Source: an optimization exercise on an open RTL-to-GDS flow (aim: small area and a short achievable clock period). Production flows keep margins and buffers that such runs may drop. Function was checked by simulation only, so behaviour that the tests miss may differ from the original.

**constraint.sdc**
```tcl
create_clock -name core_clock -period 8.5 [get_ports {clk}]
set_input_delay 1.7000 -clock core_clock [delete_from_list [all_inputs] [get_ports {clk}]]
set_output_delay 1.7000 -clock core_clock [all_outputs]
set_load 0.01 [all_outputs]
```
**config.mk**
```make
export PLATFORM = sky130hd
export DESIGN_NAME = qpsk_demod
export DESIGN_NICKNAME = qpsk_demod
export VERILOG_FILES = /design/flow/design.v
export SDC_FILE = /design/flow/constraint.sdc
export NUM_CORES = 4
export LEC_CHECK = 0
export CAP_MARGIN = 20
export CORE_MARGIN = 2
export CORE_UTILIZATION = 40
export SLEW_MARGIN = 20
export SYNTH_MEMORY_MAX_BITS = 65536
```
**design.v**
```verilog
module nco_sin_rom (
    input      [9:0]  addr,
    output reg [15:0] data
);
    always @(*) begin
        case (addr)
        10'd0: data = 16'h0000;
        10'd1: data = 16'h00c9;
        10'd2: data = 16'h0192;
        10'd3: data = 16'h025b;
        10'd4: data = 16'h0324;
        10'd5: data = 16'h03ed;
        10'd6: data = 16'h04b6;
        10'd7: data = 16'h057f;
        10'd8: data = 16'h0648;
        10'd9: data = 16'h0711;
        10'd10: data = 16'h07d9;
        10'd11: data = 16'h08a2;
        10'd12: data = 16'h096a;
        10'd13: data = 16'h0a33;
        10'd14: data = 16'h0afb;
        10'd15: data = 16'h0bc4;
        10'd16: data = 16'h0c8c;
        10'd17: data = 16'h0d54;
        10'd18: data = 16'h0e1c;
        10'd19: data = 16'h0ee3;
        10'd20: data = 16'h0fab;
        10'd21: data = 16'h1072;
        10'd22: data = 16'h113a;
        10'd23: data = 16'h1201;
        10'd24: data = 16'h12c8;
        10'd25: data = 16'h138f;
        10'd26: data = 16'h1455;
        10'd27: data = 16'h151c;
        10'd28: data = 16'h15e2;
        10'd29: data = 16'h16a8;
        10'd30: data = 16'h176e;
        10'd31: data = 16'h1833;
        10'd32: data = 16'h18f9;
        10'd33: data = 16'h19be;
        10'd34: data = 16'h1a82;
        10'd35: data = 16'h1b47;
        10'd36: data = 16'h1c0b;
        10'd37: data = 16'h1ccf;
        10'd38: data = 16'h1d93;
        10'd39: data = 16'h1e57;
        10'd40: data = 16'h1f1a;
        10'd41: data = 16'h1fdd;
        10'd42: data = 16'h209f;
        10'd43: data = 16'h2161;
        10'd44: data = 16'h2223;
        10'd45: data = 16'h22e5;
        10'd46: data = 16'h23a6;
        10'd47: data = 16'h2467;
        10'd48: data = 16'h2528;
        10'd49: data = 16'h25e8;
        10'd50: data = 16'h26a8;
        10'd51: data = 16'h2767;
        10'd52: data = 16'h2826;
        10'd53: data = 16'h28e5;
        10'd54: data = 16'h29a3;
        10'd55: data = 16'h2a61;
        10'd56: data = 16'h2b1f;
        10'd57: data = 16'h2bdc;
        10'd58: data = 16'h2c99;
        10'd59: data = 16'h2d55;
        10'd60: data = 16'h2e11;
        10'd61: data = 16'h2ecc;
        10'd62: data = 16'h2f87;
        10'd63: data = 16'h3041;
        10'd64: data = 16'h30fb;
        10'd65: data = 16'h31b5;
        10'd66: data = 16'h326e;
        10'd67: data = 16'h3326;
        10'd68: data = 16'h33df;
        10'd69: data = 16'h3496;
        10'd70: data = 16'h354d;
        10'd71: data = 16'h3604;
        10'd72: data = 16'h36ba;
        10'd73: data = 16'h376f;
        10'd74: data = 16'h3824;
        10'd75: data = 16'h38d9;
        10'd76: data = 16'h398c;
        10'd77: data = 16'h3a40;
        10'd78: data = 16'h3af2;
        10'd79: data = 16'h3ba5;
        10'd80: data = 16'h3c56;
        10'd81: data = 16'h3d07;
        10'd82: data = 16'h3db8;
        10'd83: data = 16'h3e68;
        10'd84: data = 16'h3f17;
        10'd85: data = 16'h3fc5;
        10'd86: data = 16'h4073;
        10'd87: data = 16'h4121;
        10'd88: data = 16'h41ce;
        10'd89: data = 16'h427a;
        10'd90: data = 16'h4325;
        10'd91: data = 16'h43d0;
        10'd92: data = 16'h447a;
        10'd93: data = 16'h4524;
        10'd94: data = 16'h45cd;
        10'd95: data = 16'h4675;
        10'd96: data = 16'h471c;
        10'd97: data = 16'h47c3;
        10'd98: data = 16'h4869;
        10'd99: data = 16'h490f;
        10'd100: data = 16'h49b4;
        10'd101: data = 16'h4a58;
        10'd102: data = 16'h4afb;
        10'd103: data = 16'h4b9d;
        10'd104: data = 16'h4c3f;
        10'd105: data = 16'h4ce0;
        10'd106: data = 16'h4d81;
        10'd107: data = 16'h4e20;
        10'd108: data = 16'h4ebf;
        10'd109: data = 16'h4f5d;
        10'd110: data = 16'h4ffb;
        10'd111: data = 16'h5097;
        10'd112: data = 16'h5133;
        10'd113: data = 16'h51ce;
        10'd114: data = 16'h5268;
        10'd115: data = 16'h5302;
        10'd116: data = 16'h539b;
        10'd117: data = 16'h5432;
        10'd118: data = 16'h54c9;
        10'd119: data = 16'h5560;
        10'd120: data = 16'h55f5;
        10'd121: data = 16'h568a;
        10'd122: data = 16'h571d;
        10'd123: data = 16'h57b0;
        10'd124: data = 16'h5842;
        10'd125: data = 16'h58d3;
        10'd126: data = 16'h5964;
        10'd127: data = 16'h59f3;
        10'd128: data = 16'h5a82;
        10'd129: data = 16'h5b0f;
        10'd130: data = 16'h5b9c;
        10'd131: data = 16'h5c28;
        10'd132: data = 16'h5cb3;
        10'd133: data = 16'h5d3e;
        10'd134: data = 16'h5dc7;
        10'd135: data = 16'h5e4f;
        10'd136: data = 16'h5ed7;
        10'd137: data = 16'h5f5d;
        10'd138: data = 16'h5fe3;
        10'd139: data = 16'h6068;
        10'd140: data = 16'h60eb;
        10'd141: data = 16'h616e;
        10'd142: data = 16'h61f0;
        10'd143: data = 16'h6271;
        10'd144: data = 16'h62f1;
        10'd145: data = 16'h6370;
        10'd146: data = 16'h63ee;
        10'd147: data = 16'h646c;
        10'd148: data = 16'h64e8;
        10'd149: data = 16'h6563;
        10'd150: data = 16'h65dd;
        10'd151: data = 16'h6656;
        10'd152: data = 16'h66cf;
        10'd153: data = 16'h6746;
        10'd154: data = 16'h67bc;
        10'd155: data = 16'h6832;
        10'd156: data = 16'h68a6;
        10'd157: data = 16'h6919;
        10'd158: data = 16'h698b;
        10'd159: data = 16'h69fd;
        10'd160: data = 16'h6a6d;
        10'd161: data = 16'h6adc;
        10'd162: data = 16'h6b4a;
        10'd163: data = 16'h6bb7;
        10'd164: data = 16'h6c23;
        10'd165: data = 16'h6c8e;
        10'd166: data = 16'h6cf8;
        10'd167: data = 16'h6d61;
        10'd168: data = 16'h6dc9;
        10'd169: data = 16'h6e30;
        10'd170: data = 16'h6e96;
        10'd171: data = 16'h6efb;
        10'd172: data = 16'h6f5e;
        10'd173: data = 16'h6fc1;
        10'd174: data = 16'h7022;
        10'd175: data = 16'h7083;
        10'd176: data = 16'h70e2;
        10'd177: data = 16'h7140;
        10'd178: data = 16'h719d;
        10'd179: data = 16'h71f9;
        10'd180: data = 16'h7254;
        10'd181: data = 16'h72ae;
        10'd182: data = 16'h7307;
        10'd183: data = 16'h735e;
        10'd184: data = 16'h73b5;
        10'd185: data = 16'h740a;
        10'd186: data = 16'h745f;
        10'd187: data = 16'h74b2;
        10'd188: data = 16'h7504;
        10'd189: data = 16'h7555;
        10'd190: data = 16'h75a5;
        10'd191: data = 16'h75f3;
        10'd192: data = 16'h7641;
        10'd193: data = 16'h768d;
        10'd194: data = 16'h76d8;
        10'd195: data = 16'h7722;
        10'd196: data = 16'h776b;
        10'd197: data = 16'h77b3;
        10'd198: data = 16'h77fa;
        10'd199: data = 16'h783f;
        10'd200: data = 16'h7884;
        10'd201: data = 16'h78c7;
        10'd202: data = 16'h7909;
        10'd203: data = 16'h794a;
        10'd204: data = 16'h7989;
        10'd205: data = 16'h79c8;
        10'd206: data = 16'h7a05;
        10'd207: data = 16'h7a41;
        10'd208: data = 16'h7a7c;
        10'd209: data = 16'h7ab6;
        10'd210: data = 16'h7aee;
        10'd211: data = 16'h7b26;
        10'd212: data = 16'h7b5c;
        10'd213: data = 16'h7b91;
        10'd214: data = 16'h7bc5;
        10'd215: data = 16'h7bf8;
        10'd216: data = 16'h7c29;
        10'd217: data = 16'h7c59;
        10'd218: data = 16'h7c88;
        10'd219: data = 16'h7cb6;
        10'd220: data = 16'h7ce3;
        10'd221: data = 16'h7d0e;
        10'd222: data = 16'h7d39;
        10'd223: data = 16'h7d62;
        10'd224: data = 16'h7d89;
        10'd225: data = 16'h7db0;
        10'd226: data = 16'h7dd5;
        10'd227: data = 16'h7dfa;
        10'd228: data = 16'h7e1d;
        10'd229: data = 16'h7e3e;
        10'd230: data = 16'h7e5f;
        10'd231: data = 16'h7e7e;
        10'd232: data = 16'h7e9c;
        10'd233: data = 16'h7eb9;
        10'd234: data = 16'h7ed5;
        10'd235: data = 16'h7eef;
        10'd236: data = 16'h7f09;
        10'd237: data = 16'h7f21;
        10'd238: data = 16'h7f37;
        10'd239: data = 16'h7f4d;
        10'd240: data = 16'h7f61;
        10'd241: data = 16'h7f74;
        10'd242: data = 16'h7f86;
        10'd243: data = 16'h7f97;
        10'd244: data = 16'h7fa6;
        10'd245: data = 16'h7fb4;
        10'd246: data = 16'h7fc1;
        10'd247: data = 16'h7fcd;
        10'd248: data = 16'h7fd8;
        10'd249: data = 16'h7fe1;
        10'd250: data = 16'h7fe9;
        10'd251: data = 16'h7ff0;
        10'd252: data = 16'h7ff5;
        10'd253: data = 16'h7ff9;
        10'd254: data = 16'h7ffd;
        10'd255: data = 16'h7ffe;
        10'd256: data = 16'h7fff;
        10'd257: data = 16'h7ffe;
        10'd258: data = 16'h7ffd;
        10'd259: data = 16'h7ff9;
        10'd260: data = 16'h7ff5;
        10'd261: data = 16'h7ff0;
        10'd262: data = 16'h7fe9;
        10'd263: data = 16'h7fe1;
        10'd264: data = 16'h7fd8;
        10'd265: data = 16'h7fcd;
        10'd266: data = 16'h7fc1;
        10'd267: data = 16'h7fb4;
        10'd268: data = 16'h7fa6;
        10'd269: data = 16'h7f97;
        10'd270: data = 16'h7f86;
        10'd271: data = 16'h7f74;
        10'd272: data = 16'h7f61;
        10'd273: data = 16'h7f4d;
        10'd274: data = 16'h7f37;
        10'd275: data = 16'h7f21;
        10'd276: data = 16'h7f09;
        10'd277: data = 16'h7eef;
        10'd278: data = 16'h7ed5;
        10'd279: data = 16'h7eb9;
        10'd280: data = 16'h7e9c;
        10'd281: data = 16'h7e7e;
        10'd282: data = 16'h7e5f;
        10'd283: data = 16'h7e3e;
        10'd284: data = 16'h7e1d;
        10'd285: data = 16'h7dfa;
        10'd286: data = 16'h7dd5;
        10'd287: data = 16'h7db0;
        10'd288: data = 16'h7d89;
        10'd289: data = 16'h7d62;
        10'd290: data = 16'h7d39;
        10'd291: data = 16'h7d0e;
        10'd292: data = 16'h7ce3;
        10'd293: data = 16'h7cb6;
        10'd294: data = 16'h7c88;
        10'd295: data = 16'h7c59;
        10'd296: data = 16'h7c29;
        10'd297: data = 16'h7bf8;
        10'd298: data = 16'h7bc5;
        10'd299: data = 16'h7b91;
        10'd300: data = 16'h7b5c;
        10'd301: data = 16'h7b26;
        10'd302: data = 16'h7aee;
        10'd303: data = 16'h7ab6;
        10'd304: data = 16'h7a7c;
        10'd305: data = 16'h7a41;
        10'd306: data = 16'h7a05;
        10'd307: data = 16'h79c8;
        10'd308: data = 16'h7989;
        10'd309: data = 16'h794a;
        10'd310: data = 16'h7909;
        10'd311: data = 16'h78c7;
        10'd312: data = 16'h7884;
        10'd313: data = 16'h783f;
        10'd314: data = 16'h77fa;
        10'd315: data = 16'h77b3;
        10'd316: data = 16'h776b;
        10'd317: data = 16'h7722;
        10'd318: data = 16'h76d8;
        10'd319: data = 16'h768d;
        10'd320: data = 16'h7641;
        10'd321: data = 16'h75f3;
        10'd322: data = 16'h75a5;
        10'd323: data = 16'h7555;
        10'd324: data = 16'h7504;
        10'd325: data = 16'h74b2;
        10'd326: data = 16'h745f;
        10'd327: data = 16'h740a;
        10'd328: data = 16'h73b5;
        10'd329: data = 16'h735e;
        10'd330: data = 16'h7307;
        10'd331: data = 16'h72ae;
        10'd332: data = 16'h7254;
        10'd333: data = 16'h71f9;
        10'd334: data = 16'h719d;
        10'd335: data = 16'h7140;
        10'd336: data = 16'h70e2;
        10'd337: data = 16'h7083;
        10'd338: data = 16'h7022;
        10'd339: data = 16'h6fc1;
        10'd340: data = 16'h6f5e;
        10'd341: data = 16'h6efb;
        10'd342: data = 16'h6e96;
        10'd343: data = 16'h6e30;
        10'd344: data = 16'h6dc9;
        10'd345: data = 16'h6d61;
        10'd346: data = 16'h6cf8;
        10'd347: data = 16'h6c8e;
        10'd348: data = 16'h6c23;
        10'd349: data = 16'h6bb7;
        10'd350: data = 16'h6b4a;
        10'd351: data = 16'h6adc;
        10'd352: data = 16'h6a6d;
        10'd353: data = 16'h69fd;
        10'd354: data = 16'h698b;
        10'd355: data = 16'h6919;
        10'd356: data = 16'h68a6;
        10'd357: data = 16'h6832;
        10'd358: data = 16'h67bc;
        10'd359: data = 16'h6746;
        10'd360: data = 16'h66cf;
        10'd361: data = 16'h6656;
        10'd362: data = 16'h65dd;
        10'd363: data = 16'h6563;
        10'd364: data = 16'h64e8;
        10'd365: data = 16'h646c;
        10'd366: data = 16'h63ee;
        10'd367: data = 16'h6370;
        10'd368: data = 16'h62f1;
        10'd369: data = 16'h6271;
        10'd370: data = 16'h61f0;
        10'd371: data = 16'h616e;
        10'd372: data = 16'h60eb;
        10'd373: data = 16'h6068;
        10'd374: data = 16'h5fe3;
        10'd375: data = 16'h5f5d;
        10'd376: data = 16'h5ed7;
        10'd377: data = 16'h5e4f;
        10'd378: data = 16'h5dc7;
        10'd379: data = 16'h5d3e;
        10'd380: data = 16'h5cb3;
        10'd381: data = 16'h5c28;
        10'd382: data = 16'h5b9c;
        10'd383: data = 16'h5b0f;
        10'd384: data = 16'h5a82;
        10'd385: data = 16'h59f3;
        10'd386: data = 16'h5964;
        10'd387: data = 16'h58d3;
        10'd388: data = 16'h5842;
        10'd389: data = 16'h57b0;
        10'd390: data = 16'h571d;
        10'd391: data = 16'h568a;
        10'd392: data = 16'h55f5;
        10'd393: data = 16'h5560;
        10'd394: data = 16'h54c9;
        10'd395: data = 16'h5432;
        10'd396: data = 16'h539b;
        10'd397: data = 16'h5302;
        10'd398: data = 16'h5268;
        10'd399: data = 16'h51ce;
        10'd400: data = 16'h5133;
        10'd401: data = 16'h5097;
        10'd402: data = 16'h4ffb;
        10'd403: data = 16'h4f5d;
        10'd404: data = 16'h4ebf;
        10'd405: data = 16'h4e20;
        10'd406: data = 16'h4d81;
        10'd407: data = 16'h4ce0;
        10'd408: data = 16'h4c3f;
        10'd409: data = 16'h4b9d;
        10'd410: data = 16'h4afb;
        10'd411: data = 16'h4a58;
        10'd412: data = 16'h49b4;
        10'd413: data = 16'h490f;
        10'd414: data = 16'h4869;
        10'd415: data = 16'h47c3;
        10'd416: data = 16'h471c;
        10'd417: data = 16'h4675;
        10'd418: data = 16'h45cd;
        10'd419: data = 16'h4524;
        10'd420: data = 16'h447a;
        10'd421: data = 16'h43d0;
        10'd422: data = 16'h4325;
        10'd423: data = 16'h427a;
        10'd424: data = 16'h41ce;
        10'd425: data = 16'h4121;
        10'd426: data = 16'h4073;
        10'd427: data = 16'h3fc5;
        10'd428: data = 16'h3f17;
        10'd429: data = 16'h3e68;
        10'd430: data = 16'h3db8;
        10'd431: data = 16'h3d07;
        10'd432: data = 16'h3c56;
        10'd433: data = 16'h3ba5;
        10'd434: data = 16'h3af2;
        10'd435: data = 16'h3a40;
        10'd436: data = 16'h398c;
        10'd437: data = 16'h38d9;
        10'd438: data = 16'h3824;
        10'd439: data = 16'h376f;
        10'd440: data = 16'h36ba;
        10'd441: data = 16'h3604;
        10'd442: data = 16'h354d;
        10'd443: data = 16'h3496;
        10'd444: data = 16'h33df;
        10'd445: data = 16'h3326;
        10'd446: data = 16'h326e;
        10'd447: data = 16'h31b5;
        10'd448: data = 16'h30fb;
        10'd449: data = 16'h3041;
        10'd450: data = 16'h2f87;
        10'd451: data = 16'h2ecc;
        10'd452: data = 16'h2e11;
        10'd453: data = 16'h2d55;
        10'd454: data = 16'h2c99;
        10'd455: data = 16'h2bdc;
        10'd456: data = 16'h2b1f;
        10'd457: data = 16'h2a61;
        10'd458: data = 16'h29a3;
        10'd459: data = 16'h28e5;
        10'd460: data = 16'h2826;
        10'd461: data = 16'h2767;
        10'd462: data = 16'h26a8;
        10'd463: data = 16'h25e8;
        10'd464: data = 16'h2528;
        10'd465: data = 16'h2467;
        10'd466: data = 16'h23a6;
        10'd467: data = 16'h22e5;
        10'd468: data = 16'h2223;
        10'd469: data = 16'h2161;
        10'd470: data = 16'h209f;
        10'd471: data = 16'h1fdd;
        10'd472: data = 16'h1f1a;
        10'd473: data = 16'h1e57;
        10'd474: data = 16'h1d93;
        10'd475: data = 16'h1ccf;
        10'd476: data = 16'h1c0b;
        10'd477: data = 16'h1b47;
        10'd478: data = 16'h1a82;
        10'd479: data = 16'h19be;
        10'd480: data = 16'h18f9;
        10'd481: data = 16'h1833;
        10'd482: data = 16'h176e;
        10'd483: data = 16'h16a8;
        10'd484: data = 16'h15e2;
        10'd485: data = 16'h151c;
        10'd486: data = 16'h1455;
        10'd487: data = 16'h138f;
        10'd488: data = 16'h12c8;
        10'd489: data = 16'h1201;
        10'd490: data = 16'h113a;
        10'd491: data = 16'h1072;
        10'd492: data = 16'h0fab;
        10'd493: data = 16'h0ee3;
        10'd494: data = 16'h0e1c;
        10'd495: data = 16'h0d54;
        10'd496: data = 16'h0c8c;
        10'd497: data = 16'h0bc4;
        10'd498: data = 16'h0afb;
        10'd499: data = 16'h0a33;
        10'd500: data = 16'h096a;
        10'd501: data = 16'h08a2;
        10'd502: data = 16'h07d9;
        10'd503: data = 16'h0711;
        10'd504: data = 16'h0648;
        10'd505: data = 16'h057f;
        10'd506: data = 16'h04b6;
        10'd507: data = 16'h03ed;
        10'd508: data = 16'h0324;
        10'd509: data = 16'h025b;
        10'd510: data = 16'h0192;
        10'd511: data = 16'h00c9;
        10'd512: data = 16'h0000;
        10'd513: data = 16'hff37;
        10'd514: data = 16'hfe6e;
        10'd515: data = 16'hfda5;
        10'd516: data = 16'hfcdc;
        10'd517: data = 16'hfc13;
        10'd518: data = 16'hfb4a;
        10'd519: data = 16'hfa81;
        10'd520: data = 16'hf9b8;
        10'd521: data = 16'hf8ef;
        10'd522: data = 16'hf827;
        10'd523: data = 16'hf75e;
        10'd524: data = 16'hf696;
        10'd525: data = 16'hf5cd;
        10'd526: data = 16'hf505;
        10'd527: data = 16'hf43c;
        10'd528: data = 16'hf374;
        10'd529: data = 16'hf2ac;
        10'd530: data = 16'hf1e4;
        10'd531: data = 16'hf11d;
        10'd532: data = 16'hf055;
        10'd533: data = 16'hef8e;
        10'd534: data = 16'heec6;
        10'd535: data = 16'hedff;
        10'd536: data = 16'hed38;
        10'd537: data = 16'hec71;
        10'd538: data = 16'hebab;
        10'd539: data = 16'heae4;
        10'd540: data = 16'hea1e;
        10'd541: data = 16'he958;
        10'd542: data = 16'he892;
        10'd543: data = 16'he7cd;
        10'd544: data = 16'he707;
        10'd545: data = 16'he642;
        10'd546: data = 16'he57e;
        10'd547: data = 16'he4b9;
        10'd548: data = 16'he3f5;
        10'd549: data = 16'he331;
        10'd550: data = 16'he26d;
        10'd551: data = 16'he1a9;
        10'd552: data = 16'he0e6;
        10'd553: data = 16'he023;
        10'd554: data = 16'hdf61;
        10'd555: data = 16'hde9f;
        10'd556: data = 16'hdddd;
        10'd557: data = 16'hdd1b;
        10'd558: data = 16'hdc5a;
        10'd559: data = 16'hdb99;
        10'd560: data = 16'hdad8;
        10'd561: data = 16'hda18;
        10'd562: data = 16'hd958;
        10'd563: data = 16'hd899;
        10'd564: data = 16'hd7da;
        10'd565: data = 16'hd71b;
        10'd566: data = 16'hd65d;
        10'd567: data = 16'hd59f;
        10'd568: data = 16'hd4e1;
        10'd569: data = 16'hd424;
        10'd570: data = 16'hd367;
        10'd571: data = 16'hd2ab;
        10'd572: data = 16'hd1ef;
        10'd573: data = 16'hd134;
        10'd574: data = 16'hd079;
        10'd575: data = 16'hcfbf;
        10'd576: data = 16'hcf05;
        10'd577: data = 16'hce4b;
        10'd578: data = 16'hcd92;
        10'd579: data = 16'hccda;
        10'd580: data = 16'hcc21;
        10'd581: data = 16'hcb6a;
        10'd582: data = 16'hcab3;
        10'd583: data = 16'hc9fc;
        10'd584: data = 16'hc946;
        10'd585: data = 16'hc891;
        10'd586: data = 16'hc7dc;
        10'd587: data = 16'hc727;
        10'd588: data = 16'hc674;
        10'd589: data = 16'hc5c0;
        10'd590: data = 16'hc50e;
        10'd591: data = 16'hc45b;
        10'd592: data = 16'hc3aa;
        10'd593: data = 16'hc2f9;
        10'd594: data = 16'hc248;
        10'd595: data = 16'hc198;
        10'd596: data = 16'hc0e9;
        10'd597: data = 16'hc03b;
        10'd598: data = 16'hbf8d;
        10'd599: data = 16'hbedf;
        10'd600: data = 16'hbe32;
        10'd601: data = 16'hbd86;
        10'd602: data = 16'hbcdb;
        10'd603: data = 16'hbc30;
        10'd604: data = 16'hbb86;
        10'd605: data = 16'hbadc;
        10'd606: data = 16'hba33;
        10'd607: data = 16'hb98b;
        10'd608: data = 16'hb8e4;
        10'd609: data = 16'hb83d;
        10'd610: data = 16'hb797;
        10'd611: data = 16'hb6f1;
        10'd612: data = 16'hb64c;
        10'd613: data = 16'hb5a8;
        10'd614: data = 16'hb505;
        10'd615: data = 16'hb463;
        10'd616: data = 16'hb3c1;
        10'd617: data = 16'hb320;
        10'd618: data = 16'hb27f;
        10'd619: data = 16'hb1e0;
        10'd620: data = 16'hb141;
        10'd621: data = 16'hb0a3;
        10'd622: data = 16'hb005;
        10'd623: data = 16'haf69;
        10'd624: data = 16'haecd;
        10'd625: data = 16'hae32;
        10'd626: data = 16'had98;
        10'd627: data = 16'hacfe;
        10'd628: data = 16'hac65;
        10'd629: data = 16'habce;
        10'd630: data = 16'hab37;
        10'd631: data = 16'haaa0;
        10'd632: data = 16'haa0b;
        10'd633: data = 16'ha976;
        10'd634: data = 16'ha8e3;
        10'd635: data = 16'ha850;
        10'd636: data = 16'ha7be;
        10'd637: data = 16'ha72d;
        10'd638: data = 16'ha69c;
        10'd639: data = 16'ha60d;
        10'd640: data = 16'ha57e;
        10'd641: data = 16'ha4f1;
        10'd642: data = 16'ha464;
        10'd643: data = 16'ha3d8;
        10'd644: data = 16'ha34d;
        10'd645: data = 16'ha2c2;
        10'd646: data = 16'ha239;
        10'd647: data = 16'ha1b1;
        10'd648: data = 16'ha129;
        10'd649: data = 16'ha0a3;
        10'd650: data = 16'ha01d;
        10'd651: data = 16'h9f98;
        10'd652: data = 16'h9f15;
        10'd653: data = 16'h9e92;
        10'd654: data = 16'h9e10;
        10'd655: data = 16'h9d8f;
        10'd656: data = 16'h9d0f;
        10'd657: data = 16'h9c90;
        10'd658: data = 16'h9c12;
        10'd659: data = 16'h9b94;
        10'd660: data = 16'h9b18;
        10'd661: data = 16'h9a9d;
        10'd662: data = 16'h9a23;
        10'd663: data = 16'h99aa;
        10'd664: data = 16'h9931;
        10'd665: data = 16'h98ba;
        10'd666: data = 16'h9844;
        10'd667: data = 16'h97ce;
        10'd668: data = 16'h975a;
        10'd669: data = 16'h96e7;
        10'd670: data = 16'h9675;
        10'd671: data = 16'h9603;
        10'd672: data = 16'h9593;
        10'd673: data = 16'h9524;
        10'd674: data = 16'h94b6;
        10'd675: data = 16'h9449;
        10'd676: data = 16'h93dd;
        10'd677: data = 16'h9372;
        10'd678: data = 16'h9308;
        10'd679: data = 16'h929f;
        10'd680: data = 16'h9237;
        10'd681: data = 16'h91d0;
        10'd682: data = 16'h916a;
        10'd683: data = 16'h9105;
        10'd684: data = 16'h90a2;
        10'd685: data = 16'h903f;
        10'd686: data = 16'h8fde;
        10'd687: data = 16'h8f7d;
        10'd688: data = 16'h8f1e;
        10'd689: data = 16'h8ec0;
        10'd690: data = 16'h8e63;
        10'd691: data = 16'h8e07;
        10'd692: data = 16'h8dac;
        10'd693: data = 16'h8d52;
        10'd694: data = 16'h8cf9;
        10'd695: data = 16'h8ca2;
        10'd696: data = 16'h8c4b;
        10'd697: data = 16'h8bf6;
        10'd698: data = 16'h8ba1;
        10'd699: data = 16'h8b4e;
        10'd700: data = 16'h8afc;
        10'd701: data = 16'h8aab;
        10'd702: data = 16'h8a5b;
        10'd703: data = 16'h8a0d;
        10'd704: data = 16'h89bf;
        10'd705: data = 16'h8973;
        10'd706: data = 16'h8928;
        10'd707: data = 16'h88de;
        10'd708: data = 16'h8895;
        10'd709: data = 16'h884d;
        10'd710: data = 16'h8806;
        10'd711: data = 16'h87c1;
        10'd712: data = 16'h877c;
        10'd713: data = 16'h8739;
        10'd714: data = 16'h86f7;
        10'd715: data = 16'h86b6;
        10'd716: data = 16'h8677;
        10'd717: data = 16'h8638;
        10'd718: data = 16'h85fb;
        10'd719: data = 16'h85bf;
        10'd720: data = 16'h8584;
        10'd721: data = 16'h854a;
        10'd722: data = 16'h8512;
        10'd723: data = 16'h84da;
        10'd724: data = 16'h84a4;
        10'd725: data = 16'h846f;
        10'd726: data = 16'h843b;
        10'd727: data = 16'h8408;
        10'd728: data = 16'h83d7;
        10'd729: data = 16'h83a7;
        10'd730: data = 16'h8378;
        10'd731: data = 16'h834a;
        10'd732: data = 16'h831d;
        10'd733: data = 16'h82f2;
        10'd734: data = 16'h82c7;
        10'd735: data = 16'h829e;
        10'd736: data = 16'h8277;
        10'd737: data = 16'h8250;
        10'd738: data = 16'h822b;
        10'd739: data = 16'h8206;
        10'd740: data = 16'h81e3;
        10'd741: data = 16'h81c2;
        10'd742: data = 16'h81a1;
        10'd743: data = 16'h8182;
        10'd744: data = 16'h8164;
        10'd745: data = 16'h8147;
        10'd746: data = 16'h812b;
        10'd747: data = 16'h8111;
        10'd748: data = 16'h80f7;
        10'd749: data = 16'h80df;
        10'd750: data = 16'h80c9;
        10'd751: data = 16'h80b3;
        10'd752: data = 16'h809f;
        10'd753: data = 16'h808c;
        10'd754: data = 16'h807a;
        10'd755: data = 16'h8069;
        10'd756: data = 16'h805a;
        10'd757: data = 16'h804c;
        10'd758: data = 16'h803f;
        10'd759: data = 16'h8033;
        10'd760: data = 16'h8028;
        10'd761: data = 16'h801f;
        10'd762: data = 16'h8017;
        10'd763: data = 16'h8010;
        10'd764: data = 16'h800b;
        10'd765: data = 16'h8007;
        10'd766: data = 16'h8003;
        10'd767: data = 16'h8002;
        10'd768: data = 16'h8001;
        10'd769: data = 16'h8002;
        10'd770: data = 16'h8003;
        10'd771: data = 16'h8007;
        10'd772: data = 16'h800b;
        10'd773: data = 16'h8010;
        10'd774: data = 16'h8017;
        10'd775: data = 16'h801f;
        10'd776: data = 16'h8028;
        10'd777: data = 16'h8033;
        10'd778: data = 16'h803f;
        10'd779: data = 16'h804c;
        10'd780: data = 16'h805a;
        10'd781: data = 16'h8069;
        10'd782: data = 16'h807a;
        10'd783: data = 16'h808c;
        10'd784: data = 16'h809f;
        10'd785: data = 16'h80b3;
        10'd786: data = 16'h80c9;
        10'd787: data = 16'h80df;
        10'd788: data = 16'h80f7;
        10'd789: data = 16'h8111;
        10'd790: data = 16'h812b;
        10'd791: data = 16'h8147;
        10'd792: data = 16'h8164;
        10'd793: data = 16'h8182;
        10'd794: data = 16'h81a1;
        10'd795: data = 16'h81c2;
        10'd796: data = 16'h81e3;
        10'd797: data = 16'h8206;
        10'd798: data = 16'h822b;
        10'd799: data = 16'h8250;
        10'd800: data = 16'h8277;
        10'd801: data = 16'h829e;
        10'd802: data = 16'h82c7;
        10'd803: data = 16'h82f2;
        10'd804: data = 16'h831d;
        10'd805: data = 16'h834a;
        10'd806: data = 16'h8378;
        10'd807: data = 16'h83a7;
        10'd808: data = 16'h83d7;
        10'd809: data = 16'h8408;
        10'd810: data = 16'h843b;
        10'd811: data = 16'h846f;
        10'd812: data = 16'h84a4;
        10'd813: data = 16'h84da;
        10'd814: data = 16'h8512;
        10'd815: data = 16'h854a;
        10'd816: data = 16'h8584;
        10'd817: data = 16'h85bf;
        10'd818: data = 16'h85fb;
        10'd819: data = 16'h8638;
        10'd820: data = 16'h8677;
        10'd821: data = 16'h86b6;
        10'd822: data = 16'h86f7;
        10'd823: data = 16'h8739;
        10'd824: data = 16'h877c;
        10'd825: data = 16'h87c1;
        10'd826: data = 16'h8806;
        10'd827: data = 16'h884d;
        10'd828: data = 16'h8895;
        10'd829: data = 16'h88de;
        10'd830: data = 16'h8928;
        10'd831: data = 16'h8973;
        10'd832: data = 16'h89bf;
        10'd833: data = 16'h8a0d;
        10'd834: data = 16'h8a5b;
        10'd835: data = 16'h8aab;
        10'd836: data = 16'h8afc;
        10'd837: data = 16'h8b4e;
        10'd838: data = 16'h8ba1;
        10'd839: data = 16'h8bf6;
        10'd840: data = 16'h8c4b;
        10'd841: data = 16'h8ca2;
        10'd842: data = 16'h8cf9;
        10'd843: data = 16'h8d52;
        10'd844: data = 16'h8dac;
        10'd845: data = 16'h8e07;
        10'd846: data = 16'h8e63;
        10'd847: data = 16'h8ec0;
        10'd848: data = 16'h8f1e;
        10'd849: data = 16'h8f7d;
        10'd850: data = 16'h8fde;
        10'd851: data = 16'h903f;
        10'd852: data = 16'h90a2;
        10'd853: data = 16'h9105;
        10'd854: data = 16'h916a;
        10'd855: data = 16'h91d0;
        10'd856: data = 16'h9237;
        10'd857: data = 16'h929f;
        10'd858: data = 16'h9308;
        10'd859: data = 16'h9372;
        10'd860: data = 16'h93dd;
        10'd861: data = 16'h9449;
        10'd862: data = 16'h94b6;
        10'd863: data = 16'h9524;
        10'd864: data = 16'h9593;
        10'd865: data = 16'h9603;
        10'd866: data = 16'h9675;
        10'd867: data = 16'h96e7;
        10'd868: data = 16'h975a;
        10'd869: data = 16'h97ce;
        10'd870: data = 16'h9844;
        10'd871: data = 16'h98ba;
        10'd872: data = 16'h9931;
        10'd873: data = 16'h99aa;
        10'd874: data = 16'h9a23;
        10'd875: data = 16'h9a9d;
        10'd876: data = 16'h9b18;
        10'd877: data = 16'h9b94;
        10'd878: data = 16'h9c12;
        10'd879: data = 16'h9c90;
        10'd880: data = 16'h9d0f;
        10'd881: data = 16'h9d8f;
        10'd882: data = 16'h9e10;
        10'd883: data = 16'h9e92;
        10'd884: data = 16'h9f15;
        10'd885: data = 16'h9f98;
        10'd886: data = 16'ha01d;
        10'd887: data = 16'ha0a3;
        10'd888: data = 16'ha129;
        10'd889: data = 16'ha1b1;
        10'd890: data = 16'ha239;
        10'd891: data = 16'ha2c2;
        10'd892: data = 16'ha34d;
        10'd893: data = 16'ha3d8;
        10'd894: data = 16'ha464;
        10'd895: data = 16'ha4f1;
        10'd896: data = 16'ha57e;
        10'd897: data = 16'ha60d;
        10'd898: data = 16'ha69c;
        10'd899: data = 16'ha72d;
        10'd900: data = 16'ha7be;
        10'd901: data = 16'ha850;
        10'd902: data = 16'ha8e3;
        10'd903: data = 16'ha976;
        10'd904: data = 16'haa0b;
        10'd905: data = 16'haaa0;
        10'd906: data = 16'hab37;
        10'd907: data = 16'habce;
        10'd908: data = 16'hac65;
        10'd909: data = 16'hacfe;
        10'd910: data = 16'had98;
        10'd911: data = 16'hae32;
        10'd912: data = 16'haecd;
        10'd913: data = 16'haf69;
        10'd914: data = 16'hb005;
        10'd915: data = 16'hb0a3;
        10'd916: data = 16'hb141;
        10'd917: data = 16'hb1e0;
        10'd918: data = 16'hb27f;
        10'd919: data = 16'hb320;
        10'd920: data = 16'hb3c1;
        10'd921: data = 16'hb463;
        10'd922: data = 16'hb505;
        10'd923: data = 16'hb5a8;
        10'd924: data = 16'hb64c;
        10'd925: data = 16'hb6f1;
        10'd926: data = 16'hb797;
        10'd927: data = 16'hb83d;
        10'd928: data = 16'hb8e4;
        10'd929: data = 16'hb98b;
        10'd930: data = 16'hba33;
        10'd931: data = 16'hbadc;
        10'd932: data = 16'hbb86;
        10'd933: data = 16'hbc30;
        10'd934: data = 16'hbcdb;
        10'd935: data = 16'hbd86;
        10'd936: data = 16'hbe32;
        10'd937: data = 16'hbedf;
        10'd938: data = 16'hbf8d;
        10'd939: data = 16'hc03b;
        10'd940: data = 16'hc0e9;
        10'd941: data = 16'hc198;
        10'd942: data = 16'hc248;
        10'd943: data = 16'hc2f9;
        10'd944: data = 16'hc3aa;
        10'd945: data = 16'hc45b;
        10'd946: data = 16'hc50e;
        10'd947: data = 16'hc5c0;
        10'd948: data = 16'hc674;
        10'd949: data = 16'hc727;
        10'd950: data = 16'hc7dc;
        10'd951: data = 16'hc891;
        10'd952: data = 16'hc946;
        10'd953: data = 16'hc9fc;
        10'd954: data = 16'hcab3;
        10'd955: data = 16'hcb6a;
        10'd956: data = 16'hcc21;
        10'd957: data = 16'hccda;
        10'd958: data = 16'hcd92;
        10'd959: data = 16'hce4b;
        10'd960: data = 16'hcf05;
        10'd961: data = 16'hcfbf;
        10'd962: data = 16'hd079;
        10'd963: data = 16'hd134;
        10'd964: data = 16'hd1ef;
        10'd965: data = 16'hd2ab;
        10'd966: data = 16'hd367;
        10'd967: data = 16'hd424;
        10'd968: data = 16'hd4e1;
        10'd969: data = 16'hd59f;
        10'd970: data = 16'hd65d;
        10'd971: data = 16'hd71b;
        10'd972: data = 16'hd7da;
        10'd973: data = 16'hd899;
        10'd974: data = 16'hd958;
        10'd975: data = 16'hda18;
        10'd976: data = 16'hdad8;
        10'd977: data = 16'hdb99;
        10'd978: data = 16'hdc5a;
        10'd979: data = 16'hdd1b;
        10'd980: data = 16'hdddd;
        10'd981: data = 16'hde9f;
        10'd982: data = 16'hdf61;
        10'd983: data = 16'he023;
        10'd984: data = 16'he0e6;
        10'd985: data = 16'he1a9;
        10'd986: data = 16'he26d;
        10'd987: data = 16'he331;
        10'd988: data = 16'he3f5;
        10'd989: data = 16'he4b9;
        10'd990: data = 16'he57e;
        10'd991: data = 16'he642;
        10'd992: data = 16'he707;
        10'd993: data = 16'he7cd;
        10'd994: data = 16'he892;
        10'd995: data = 16'he958;
        10'd996: data = 16'hea1e;
        10'd997: data = 16'heae4;
        10'd998: data = 16'hebab;
        10'd999: data = 16'hec71;
        10'd1000: data = 16'hed38;
        10'd1001: data = 16'hedff;
        10'd1002: data = 16'heec6;
        10'd1003: data = 16'hef8e;
        10'd1004: data = 16'hf055;
        10'd1005: data = 16'hf11d;
        10'd1006: data = 16'hf1e4;
        10'd1007: data = 16'hf2ac;
        10'd1008: data = 16'hf374;
        10'd1009: data = 16'hf43c;
        10'd1010: data = 16'hf505;
        10'd1011: data = 16'hf5cd;
        10'd1012: data = 16'hf696;
        10'd1013: data = 16'hf75e;
        10'd1014: data = 16'hf827;
        10'd1015: data = 16'hf8ef;
        10'd1016: data = 16'hf9b8;
        10'd1017: data = 16'hfa81;
        10'd1018: data = 16'hfb4a;
        10'd1019: data = 16'hfc13;
        10'd1020: data = 16'hfcdc;
        10'd1021: data = 16'hfda5;
        10'd1022: data = 16'hfe6e;
        10'd1023: data = 16'hff37;
        default: data = 16'h0000;
        endcase
    end
endmodule
module nco (
    input         aclk,
    input         aresetn,
    input         s_axis_phase_tvalid,
    input  [31:0] s_axis_phase_tdata,
    output        m_axis_data_tvalid,
    output [31:0] m_axis_data_tdata
);
    reg [25:0] inc_r;
    reg [25:0] acc;
    reg [9:0]  addr_r;
    reg [15:0] sin_r [0:3];
    reg [15:0] cos_r [0:3];
    reg [6:0]  vld;
    wire [15:0] sin_w, cos_w;
    nco_sin_rom sin_rom (.addr(addr_r),           .data(sin_w));
    nco_sin_rom cos_rom (.addr(addr_r + 10'd256), .data(cos_w));
    integer k;
    always @(posedge aclk or negedge aresetn) begin
        if (!aresetn) begin
            inc_r  <= 26'd0;
            acc    <= 26'd0;
            addr_r <= 10'd0;
            for (k = 0; k < 4; k = k + 1) begin
                sin_r[k] <= 16'd0;
                cos_r[k] <= 16'd0;
            end
            vld    <= 7'd0;
        end else begin
            inc_r  <= s_axis_phase_tdata[25:0];
            acc    <= acc + inc_r;
            addr_r <= acc[25:16];
            sin_r[0] <= sin_w;
            cos_r[0] <= cos_w;
            for (k = 1; k < 4; k = k + 1) begin
                sin_r[k] <= sin_r[k-1];
                cos_r[k] <= cos_r[k-1];
            end
            vld    <= {vld[5:0], s_axis_phase_tvalid};
        end
    end
    assign m_axis_data_tdata  = {sin_r[3], cos_r[3]};
    assign m_axis_data_tvalid = vld[6];
endmodule
module cmpy_0 (
    input         aclk,
    input         aresetn,
    input         s_axis_a_tvalid,
    input  [31:0] s_axis_a_tdata,
    input         s_axis_b_tvalid,
    input  [31:0] s_axis_b_tdata,
    output [79:0] m_axis_dout_tdata
);
    reg signed [15:0] ar, ai, br, bi;
    reg signed [31:0] p_rr, p_ii, p_ri, p_ir;
    reg signed [32:0] re_s, im_s;
    reg signed [32:0] re_o, im_o;
    always @(posedge aclk or negedge aresetn) begin
        if (!aresetn) begin
            ar <= 16'd0; ai <= 16'd0; br <= 16'd0; bi <= 16'd0;
            p_rr <= 32'd0; p_ii <= 32'd0; p_ri <= 32'd0; p_ir <= 32'd0;
            re_s <= 33'd0; im_s <= 33'd0;
            re_o <= 33'd0; im_o <= 33'd0;
        end else begin
            ar <= s_axis_a_tdata[15:0];
            ai <= s_axis_a_tdata[31:16];
            br <= s_axis_b_tdata[15:0];
            bi <= s_axis_b_tdata[31:16];
            p_rr <= ar * br;
            p_ii <= ai * bi;
            p_ri <= ar * bi;
            p_ir <= ai * br;
            re_s <= {p_rr[31], p_rr} - {p_ii[31], p_ii};
            im_s <= {p_ri[31], p_ri} + {p_ir[31], p_ir};
            re_o <= re_s;
            im_o <= im_s;
        end
    end
    assign m_axis_dout_tdata = {7'd0, im_o, 7'd0, re_o};
endmodule
module c_addsub_0 (
    input  [15:0] A,
    input  [15:0] B,
    input         CLK,
    input         ARESETN,
    output [16:0] S
);
    reg signed [16:0] s_r;
    always @(posedge CLK or negedge ARESETN) begin
        if (!ARESETN)
            s_r <= 17'd0;
        else
            s_r <= $signed({A[15], A}) - $signed({B[15], B});
    end
    assign S = s_r;
endmodule
module add_pre_phase (
    input  [26:0] A,
    output [27:0] S
);
    assign S = {1'b0, A + 27'h4000000};
endmodule
module loop_filter
#(
	parameter AVE_DATA_NUM = 64,
	parameter AVE_DATA_BIT = 6
)
(
   input rst_n,
   input clk,
   input signed [16:0] pd,                 
   output signed [22:0] dout   
);
reg [16:0] data_reg [AVE_DATA_NUM-1:0];
reg [7:0]temp_i;
always @ (posedge clk or negedge rst_n)
if(!rst_n)
	for (temp_i=0; temp_i<AVE_DATA_NUM; temp_i=temp_i+1)
		data_reg[temp_i] <= 'd0;
else
begin
	data_reg[0] <= pd;
	for (temp_i=0; temp_i<AVE_DATA_NUM-1; temp_i=temp_i+1)
		data_reg[temp_i+1] <= data_reg[temp_i];
end
reg signed [22:0] sum;
always @ (posedge clk or negedge rst_n)
if (!rst_n)
	sum <= 'd0;
else
	sum <= sum + {{6{pd[16]}}, pd} - {{6{data_reg[AVE_DATA_NUM-1][16]}}, data_reg[AVE_DATA_NUM-1]};  
assign dout = sum;  
endmodule
module polar_costas(
    input ce_clk,
    input ce_rst,
    input signed [15:0] i, q,
    output signed [15:0] i_sync, q_sync
);
    wire nco_tvalid;
    wire [31:0] nco_complex_cos_sin;
    wire [31: 0] loopfilter_out;
    nco nco (
        .aclk(ce_clk),                         
        .aresetn(ce_rst),                      
        .s_axis_phase_tvalid(1'b1),            
        .s_axis_phase_tdata(loopfilter_out),   
        .m_axis_data_tvalid(nco_tvalid),
        .m_axis_data_tdata(nco_complex_cos_sin)         
    );
    wire [79:0] cmult_m_axis_dout_tdata;
    wire signed [15:0] i_after_nco_s;
    wire signed [15:0] q_after_nco_s;
    assign q_after_nco_s = cmult_m_axis_dout_tdata[72:57];
    assign i_after_nco_s = cmult_m_axis_dout_tdata[32:17];
    reg signed [15:0] before_LF_plus;
    reg signed [15:0] before_LF_minus;
    wire signed [16:0] pd;
    cmpy_0 cmult_nco (
        .aclk(ce_clk),                               
        .aresetn(ce_rst),                         
        .s_axis_a_tvalid(nco_tvalid),         
        .s_axis_a_tdata({q,i}),           
        .s_axis_b_tvalid(nco_tvalid),         
        .s_axis_b_tdata(nco_complex_cos_sin),           
        .m_axis_dout_tdata(cmult_m_axis_dout_tdata)     
    );
    always @ (posedge ce_clk or negedge ce_rst) begin
        if(!ce_rst) begin
            before_LF_plus <= 0;
            before_LF_minus <= 0;
        end
        else begin
            if (i_after_nco_s[15])   
                before_LF_plus <= -q_after_nco_s;
            else
                before_LF_plus <= q_after_nco_s;
            if (q_after_nco_s[15])
                before_LF_minus <= -i_after_nco_s;
            else
                before_LF_minus <= i_after_nco_s;
        end
    end
    c_addsub_0 pd_sub (
        .A(before_LF_plus),       
        .B(before_LF_minus),       
        .CLK(ce_clk),   
        .ARESETN(ce_rst),
        .S(pd)       
    );
    assign i_sync = i_after_nco_s;
    assign q_sync = q_after_nco_s;
    wire [22:0] loop_filter;
    wire [27:0] loop_pre_phase;
    assign loopfilter_out = {{6'b0}, loop_pre_phase[25:0]};
    loop_filter lp
    (
       .rst_n(ce_rst),
       .clk(ce_clk),
       .pd(pd),                 
       .dout(loop_filter)  
    );
    add_pre_phase add_pre_phase (
      .A(-{{5{loop_filter[22]}},loop_filter}),   
      .S(loop_pre_phase)   
    );
endmodule
module clktrans (
	rst,clk32,       
	clk_d1,clk_d2);
	input		rst;    
	input		clk32;  
	output clk_d1;   
    output clk_d2;	  
	 reg [1:0] c;
	 reg clkd1,clkd2;
	 always @(posedge clk32 or posedge rst)
	    if (rst)
		    begin
			    c = 0;
				 clkd1 <= 0;
				 clkd2 <= 0;
			end
		else
		   begin
			   c = c+1'b1;
				if (c==0)
				   begin 
					   clkd1 <= 1'b1;
						clkd2 <= 1'b0;
					end
				else if (c==2)
				   begin
					   clkd1 <= 1'b0;
						clkd2 <= 1'b1;
					end
				else 
				   begin
					   clkd1 <= 1'b0;
						clkd2 <= 1'b0;
					end
			end
   assign clk_d1 = clkd1;
   assign clk_d2 = clkd2;
endmodule
module differpd (
	rst,clk32,datain,clk_i,clk_q,
	pd_bef,pd_aft);
	input		rst;     
	input		clk32;   
	input[5:0] datain;  
	input    clk_i;   
	input    clk_q;   
	output pd_bef;    
   output pd_aft;	   
	 wire din;
	 assign din = datain[5];
	 reg din_d,din_edge;
	 reg pdbef,pdaft;
	 always @(posedge clk32 or posedge rst)
	    if (rst)
		    begin
			    din_d <= 0;
				 din_edge <= 0;
				 pdbef <= 0;
				 pdaft <= 0;
			 end
	    else 
		    begin
			    din_d <= din;
				 din_edge <= (din ^ din_d); 
				 pdbef <= (din_edge & clk_i);  
				 pdaft <= (din_edge & clk_q);  
			 end
	 assign pd_bef = pdbef;
	 assign pd_aft = pdaft;
endmodule
module monostable(
	rst,clk32,din,
	dout);
	input		rst;     
	input		clk32;   
	input    din;    
   output   dout;	   
	reg [1:0] c;
	reg start,dtem;
	always @(posedge clk32 or posedge rst)
	   if (rst)
		   begin
			   c = 0;
				start = 0;
				dtem <= 0;
			end 
		else
		   begin
			   if (din)
				   begin
					   start = 1'b1;
						dtem <= 1'b1;
					end
				if (start)
				   begin
					   dtem <= 1'b1;
						if (c<1) 
						   c = c+2'b01;
						else
						   start = 1'b0;
				   end
				else
				   begin
					   c = 0;
						dtem <= 1'b0;
					end
			end
	assign dout = dtem;
endmodule
module controldivfreq(
	rst,clk32,clk_d1,clk_d2,pd_before,pd_after,
	clk_i,clk_q);
	input		rst;     
	input		clk32;   
	input    clk_d1;  
	input    clk_d2;   
	input    pd_before;   
	input    pd_after;   
   output   clk_i;	  
   output   clk_q;
   wire gate_open,gate_close,clk_in;
	assign gate_open  = (~ pd_before) & clk_d1;
	assign gate_close = pd_after & clk_d2;
	assign clk_in = gate_open | gate_close;
	reg clki,clkq;
	reg [1:0] c;
	always @(posedge clk32 or posedge rst)
	   if (rst)
		   begin
			   c = 0;
				clki <= 0;
				clkq <= 0;
			end
		else 
		   begin
			   if (clk_in)
				   c = c + 2'b01;
			   clki <= ~c[1];
				clkq <= c[1];
			end
   assign clk_i = clki;
	assign clk_q = clkq;
endmodule
module syncout(
	rst,clk32,clk_i,clk_d2,datain,
	Bit_Sync,dataout);
	input		rst;     
	input		clk32;   
	input    clk_d2;   
	input    clk_i;  
	input   [5:0] datain;   
   output   Bit_Sync;	  
   output  [5:0] dataout;
	 reg clki,sync;
	 always @(posedge clk32 or posedge rst)
	    if (rst)
		    begin
			    sync <= 0;
				 clki <= 0;
			 end
		 else
		    begin
			    clki <= clk_i;
				 if ((clki==1'b0) & (clk_i==1'b1))
				    sync <= 1'b1;
				 else
				    sync <= 1'b0;
			end	 
	assign Bit_Sync = sync;	
	reg clk_d2_d;
	reg [5:0] dtem;
	always @(posedge clk32 or posedge rst)
	   if (rst)
		   begin
			   clk_d2_d <= 0;
				dtem <= 0;
			end
		else
		   begin
			   clk_d2_d <= clk_d2;
				if ((clk_d2==1'b0) & (clk_d2_d==1'b1))
				   dtem <= datain;
			end
	assign dataout = dtem;
endmodule
module BitSync (
    rst,clk,datain,
    dataout,Bit_Sync);
    input  rst;                    
    input  clk;                    
    input  signed [5:0] datain;    
    output signed [5:0] dataout;   
    output Bit_Sync;               
    wire clk_d1,clk_d2;
    clktrans u2(
        .rst   (rst),
        .clk32 (clk),
        .clk_d1(clk_d1),
        .clk_d2(clk_d2));
    wire clk_i,clk_q,pd_bef,pd_aft;
    differpd u3(
        .rst    (rst),
        .clk32  (clk),
        .datain (datain),
        .clk_i  (clk_i),
        .clk_q  (clk_q),
        .pd_bef (pd_bef),
        .pd_aft (pd_aft));
    wire pd_before,pd_after;
    monostable u4 (
        .rst   (rst),
        .clk32 (clk),
        .din   (pd_bef),
        .dout  (pd_before));
    monostable u5 (
        .rst   (rst),
        .clk32 (clk),
        .din   (pd_aft),
        .dout  (pd_after));
    controldivfreq u6 (
        .rst       (rst),
        .clk32     (clk),
        .clk_d1    (clk_d1),
        .clk_d2    (clk_d2),
        .pd_before (pd_before),
        .pd_after  (pd_after),
        .clk_i     (clk_i),
        .clk_q     (clk_q));
    syncout u7 (
        .rst      (rst),
        .clk32    (clk),
        .clk_i    (clk_i),
        .clk_d2   (clk_d2),
        .datain   (datain),
        .Bit_Sync (Bit_Sync),
        .dataout  (dataout));
endmodule
module qpsk_demod (
    input         clk,
    input         rst,
    input  [15:0] in_i,
    input  [15:0] in_q,
    output [15:0] i_sync,
    output [15:0] q_sync,
    output        bit_sync,
    output [31:0] sym_iq
);
  wire ce_clk = clk;
  wire ce_rst = rst;
  wire [15:0] i = in_i;
  wire [15:0] q = in_q;
  wire [15:0] i_out;
  wire [15:0] q_out;
  polar_costas polar_costas(
    .ce_clk(ce_clk),
    .ce_rst(~ce_rst),
    .i(i),
    .q(q),
    .i_sync(i_out),
    .q_sync(q_out)
  );
  wire [31:0] iq_out = {i_out, q_out};
  reg [15:0] i_out_div2;
  reg div_flag;
  always @(posedge ce_clk or posedge ce_rst) begin
      if (ce_rst) begin
          div_flag <= 0;
          i_out_div2 <= 16'b0;
      end
      else begin
          div_flag <= div_flag + 1'b1;
          if (div_flag == 1'b1) begin
              i_out_div2 <= i_out;
          end
          else begin
              i_out_div2 <= i_out_div2;
          end
      end
  end
  wire Bit_Sync;
  wire signed [5:0] datain;    
  assign datain = {6{i_out_div2[15]}};
  BitSync tb_bs(
    .rst(ce_rst),
    .clk(ce_clk),
    .datain(datain),
    .dataout(),
    .Bit_Sync(Bit_Sync)
  );
  reg [31:0] iq_out_bitsync;
  always @(posedge ce_clk or posedge ce_rst) begin
      if (ce_rst) begin
          iq_out_bitsync <= 32'b0;
      end
      else begin
          if (Bit_Sync) begin
              iq_out_bitsync <= iq_out;
          end
          else begin
              iq_out_bitsync <= iq_out_bitsync;
          end
      end
  end
  assign i_sync   = i_out;
  assign q_sync   = q_out;
  assign bit_sync = Bit_Sync;
  assign sym_iq   = iq_out_bitsync;
endmodule
```
**run.sh**
```bash
#!/bin/bash
# synth_recipe.tcl (not shown) runs the flow's synth.tcl, then flattens the netlist and writes it again
# the make line also repeats each setting of config.mk as NAME=value (left out here)
make -C /OpenROAD-flow-scripts/flow DESIGN_CONFIG=/design/flow/config.mk WORK_HOME=/design/flow/orfs CLKGATE_MAP_FILE= SYNTH_SCRIPT=/design/flow/synth_recipe.tcl finish
```
==> impl_metrics.tcl <==
set metrics [dict create \
    worst_hold_path_type "register to register" \
    cts-hold-fix-buffers 0 \
    route.vias.total 70000 \
    worstPathRequired_ns 9.14 \
    clk_transition_reported_paths_ns 0.07 \
    final_worst_path_period_need_ns 7.62 \
    synthDominantCellAreaShare_pct 41.3 \
    gr-total-overflow 0 \
    cp-start-kind "register" \
    fin_nets 10800 \
    fraction_of_registers_with_async_set_or_reset_after_synthesis_pct 100 \
    syn_area_per_cell_um2 11.0 \
    final-hold-violation-count 0 \
    clock_insertion_delay_worst_skew_ns 0.84 \
    synthMostInstantiatedCell "dfrtp_1" \
    totalWireLength_um 344000 \
    postLayoutCellArea_um2 112000 \
    critical_path.reg2reg.endpoint "polar_costas.cmult_nco.p_ri[31]$_DFF_PP0_" \
    synth_sequential_area_ratio_pct 41.3 \
    finalCritPeriodShare_pct 89.6 \
    place.detailed.hpwl_um 249000 \
    cts_root_buf "clkbuf_16" \
    fp.coreArea_um2 251000 \
    synth_top_cells_by_area "dfrtp_1 (41%), fa_1 (21%), ha_1 (6.1%), inv_1 (5.0%), and2_1 (3.2%)" \
    antenna_left 0 \
    height_of_the_chip_um 506 \
    cts_max_level 4 \
    post_cts_resize_count 0 \
    grt_pass1_wl_um 510000 \
    ys_top_cells_by_count "dfrtp_1 (1661), inv_1 (1337), fa_1 (1072)" \
    die_width_um 506 \
    place.gp.congestion 1.06 \
    synth-seq-cells 1661 \
    route.detailed.vias_per_inst 5.50 \
    tightestPinTransition_ns 1.26 \
    crit_path_max_fanout 18 \
    die_area_um2 256000 \
    setup.worst_path.start "polar_costas.cmult_nco.bi[1]$_DFF_PP0_" \
    num_rows 184 \
    clock_tree.buffer_depth 3 \
    cts_tree "yes" \
    arrival_time_at_the_worst_endpoint_ns 8.25 \
    reg2regPathDepth 20 \
    largest_reg_flops 1088 \
    final_layout_size_suffix_gt1_share_pct 7.84 \
    maxSlewHeadroom_pct 15.6 \
    groute.usage.overall_pct 27.2 \
    initial_utilization_pct 40.1 \
    critPathCaptureType "register" \
    port_buffers 98 \
    run_status "no timing/DRC/antenna violations" \
    timing.setup.critical_path_class "register to register" \
    cts_inserted_buffers 170 \
    first_global_vias 73900 \
    io_pins 99 \
    hold-path-cell-count 0 \
    worst_min_path_start "polar_costas.nco.cos_r[1][15]$_DFF_PP0_" \
    synthToLayoutAreaGrowth_pct 11.5 \
    synth.largest_area_cell "dfrtp_1" \
    max-cap-violations 0 \
    setup_viol 0 \
    final_max_slew_viols 0 \
    grt_setup_unrepaired "no" \
    syn-instance-count 9199 \
    min_to "polar_costas.nco.cos_r[2][15]$_DFF_PP0_" \
    cts_num_sinks 1661 \
    yosys_most_used_dff "dfrtp_1" \
    fmax_mhz 131 \
    synthesized_cell_area_um2 101000 \
    synth-warning-count 16 \
    ys_types 92 \
    routed_wire_length_per_instance_um 27.0 \
    grt_antenna_before_repair 30 \
    syn-num-nets 10800 \
    cts_setup_buffers 0 \
    rr_startpoint "polar_costas.cmult_nco.bi[1]$_DFF_PP0_" \
    drcViolationCount 0 \
    drt_pre_antenna_iters 6 \
    largest_net_degree_at_the_start_of_global_routing 192 \
    post_synth_edffs 0 \
    drt_iter0_drc 6912 \
    placedInstanceArea_um2 106000 \
    timing.reg2reg.setup_slack_ns 0.88 \
    finalSetupTns_ns 0 \
    clock_skews_ns 0.109 \
]
[worst max-delay path, cell delays in order (launching register included)]
cell	delay (ns)
dfrtp_1	1.01
nand2_1	0.23
inv_1	0.19
fa_1	0.55
fa_1	0.93
fa_1	0.54
fa_1	0.50
fa_1	0.50
inv_1	0.05
fa_1	0.48
inv_1	0.04
ha_1	0.35
a21o_1	0.22
nand3_1	0.09
o211ai_1	0.11
a2111oi_0	0.45
nor2_1	0.18
and4_1	0.26
a2111oi_2	0.45
a21oi_1	0.14
xnor2_1	0.15
[metrics by stage]
step / setup slack [ns] / hold slack (ns) / cells / utilization (%)
after global routing: 0.505 / 0.290 / 12700 / 44.7
after global placement: 1.15 / 0.331 / 12400 / 42.3
after floorplan: -16.22 / 0.331 / 9199 / -
final: 0.884 / 0.281 / 12700 / 44.7
after detailed placement: 1.01 / 0.335 / 12400 / 42.3
after CTS: 0.915 / 0.284 / 12700 / 44.7
[area by class of cell]
class / instances / area [µm²]
diodes: 18 / 45.0
multi-input cells: 5700 / 52300
clock inverters: 77 / 1100
clock buffers: 237 / 4880
flip-flops and latches: 1661 / 41600
repair buffers: 357 / 3150
inverters: 1340 / 5040
well taps: 3348 / 4190
fillers: 23300 / 139000
[placed cells by master (no fill, tap or decap), drive strengths merged, types with 25 or more instances in the layout]
cell type	count
o21a	40
inv	1348
nand2	823
o31ai	36
mux2	51
a31oi	80
nor2b	57
nand3	113
xor2	56
nor3	128
and2	522
nand2b	66
a211o	25
o22ai	35
a21o	81
dfrtp	1661
o211ai	79
a221oi	25
fa	1072
a21oi	420
clkbuf	237
nor2	346
a211oi	99
clkdlybuf4s50	98
clkinv	48
mux4	26
o311ai	41
a311oi	40
o21ai	372
buf	259
xnor2	217
o221ai	25
ha	490
[worst max-delay path by stage]
stage	depth (start not counted)	slack, ns	endpoint
floorplan	1	-16.22	div_flag$_DFF_PP0_
global route	20	0.51	polar_costas.cmult_nco.p_ri[31]$_DFF_PP0_
CTS	20	0.92	polar_costas.cmult_nco.p_ri[31]$_DFF_PP0_
global placement	23	1.15	polar_costas.cmult_nco.p_ri[31]$_DFF_PP0_
detailed placement	23	1.01	polar_costas.cmult_nco.p_ri[31]$_DFF_PP0_
finish	20	0.88	polar_costas.cmult_nco.p_ri[31]$_DFF_PP0_
[routing by layer]
layer	global-route usage [%]	routed length, µm
met1	36.2	140000
met2	41.4	153000
met3	5.15	24600
met4	16.5	25700
met5	0	88
[cells by family (layout without fill, tap and decap cells)]
logic type | count (synthesis) | after routing | share of synthesized area (%)
AO/OA/AOI/OAI | 1597 | 1597 | 10.3
XOR/XNOR | 273 | 273 | 2.37
adder cells (fa/ha/maj) | 1562 | 1562 | 27.4
buffers and inverters | 1838 | 2011 | 6.99
flip-flops | 1661 | 1661 | 41.3
multiplexers | 98 | 98 | 1.36
other | 0 | 18 | 0
AND/OR/NAND/NOR | 2170 | 2170 | 10.3

port drivers added, routing unchanged:
The flow's constraints put no driver on any port. The routed layout listed below was extracted and timed again, unchanged, in two steps.
Step 1 (the two cells are an assumption about what drives the block):
set clk [get_ports {clk}]
set_driving_cell -lib_cell sky130_fd_sc_hd__clkbuf_16 $clk
set_driving_cell -lib_cell sky130_fd_sc_hd__buf_2 [delete_from_list [all_inputs] $clk]
Step 2 adds t to the input delays and takes it off the output delays; t is the mean of the earliest and latest rising clock arrival at the registers after step 1. Input paths then give back, and output paths get back, about the clock's delay inside the block.
a / b / c = ideal ports / drivers / drivers and shift; a / b = the first two.
t, ns: 0.860
setup slack, ns: 0.884 / 0.884 / 0.884
worst data-port slew with drivers (ns): 0.28
After both steps this run still meets setup and hold. For this run, drivers alone change the setup slack by 0.000 ns; drivers and shift together by 0.000 ns.
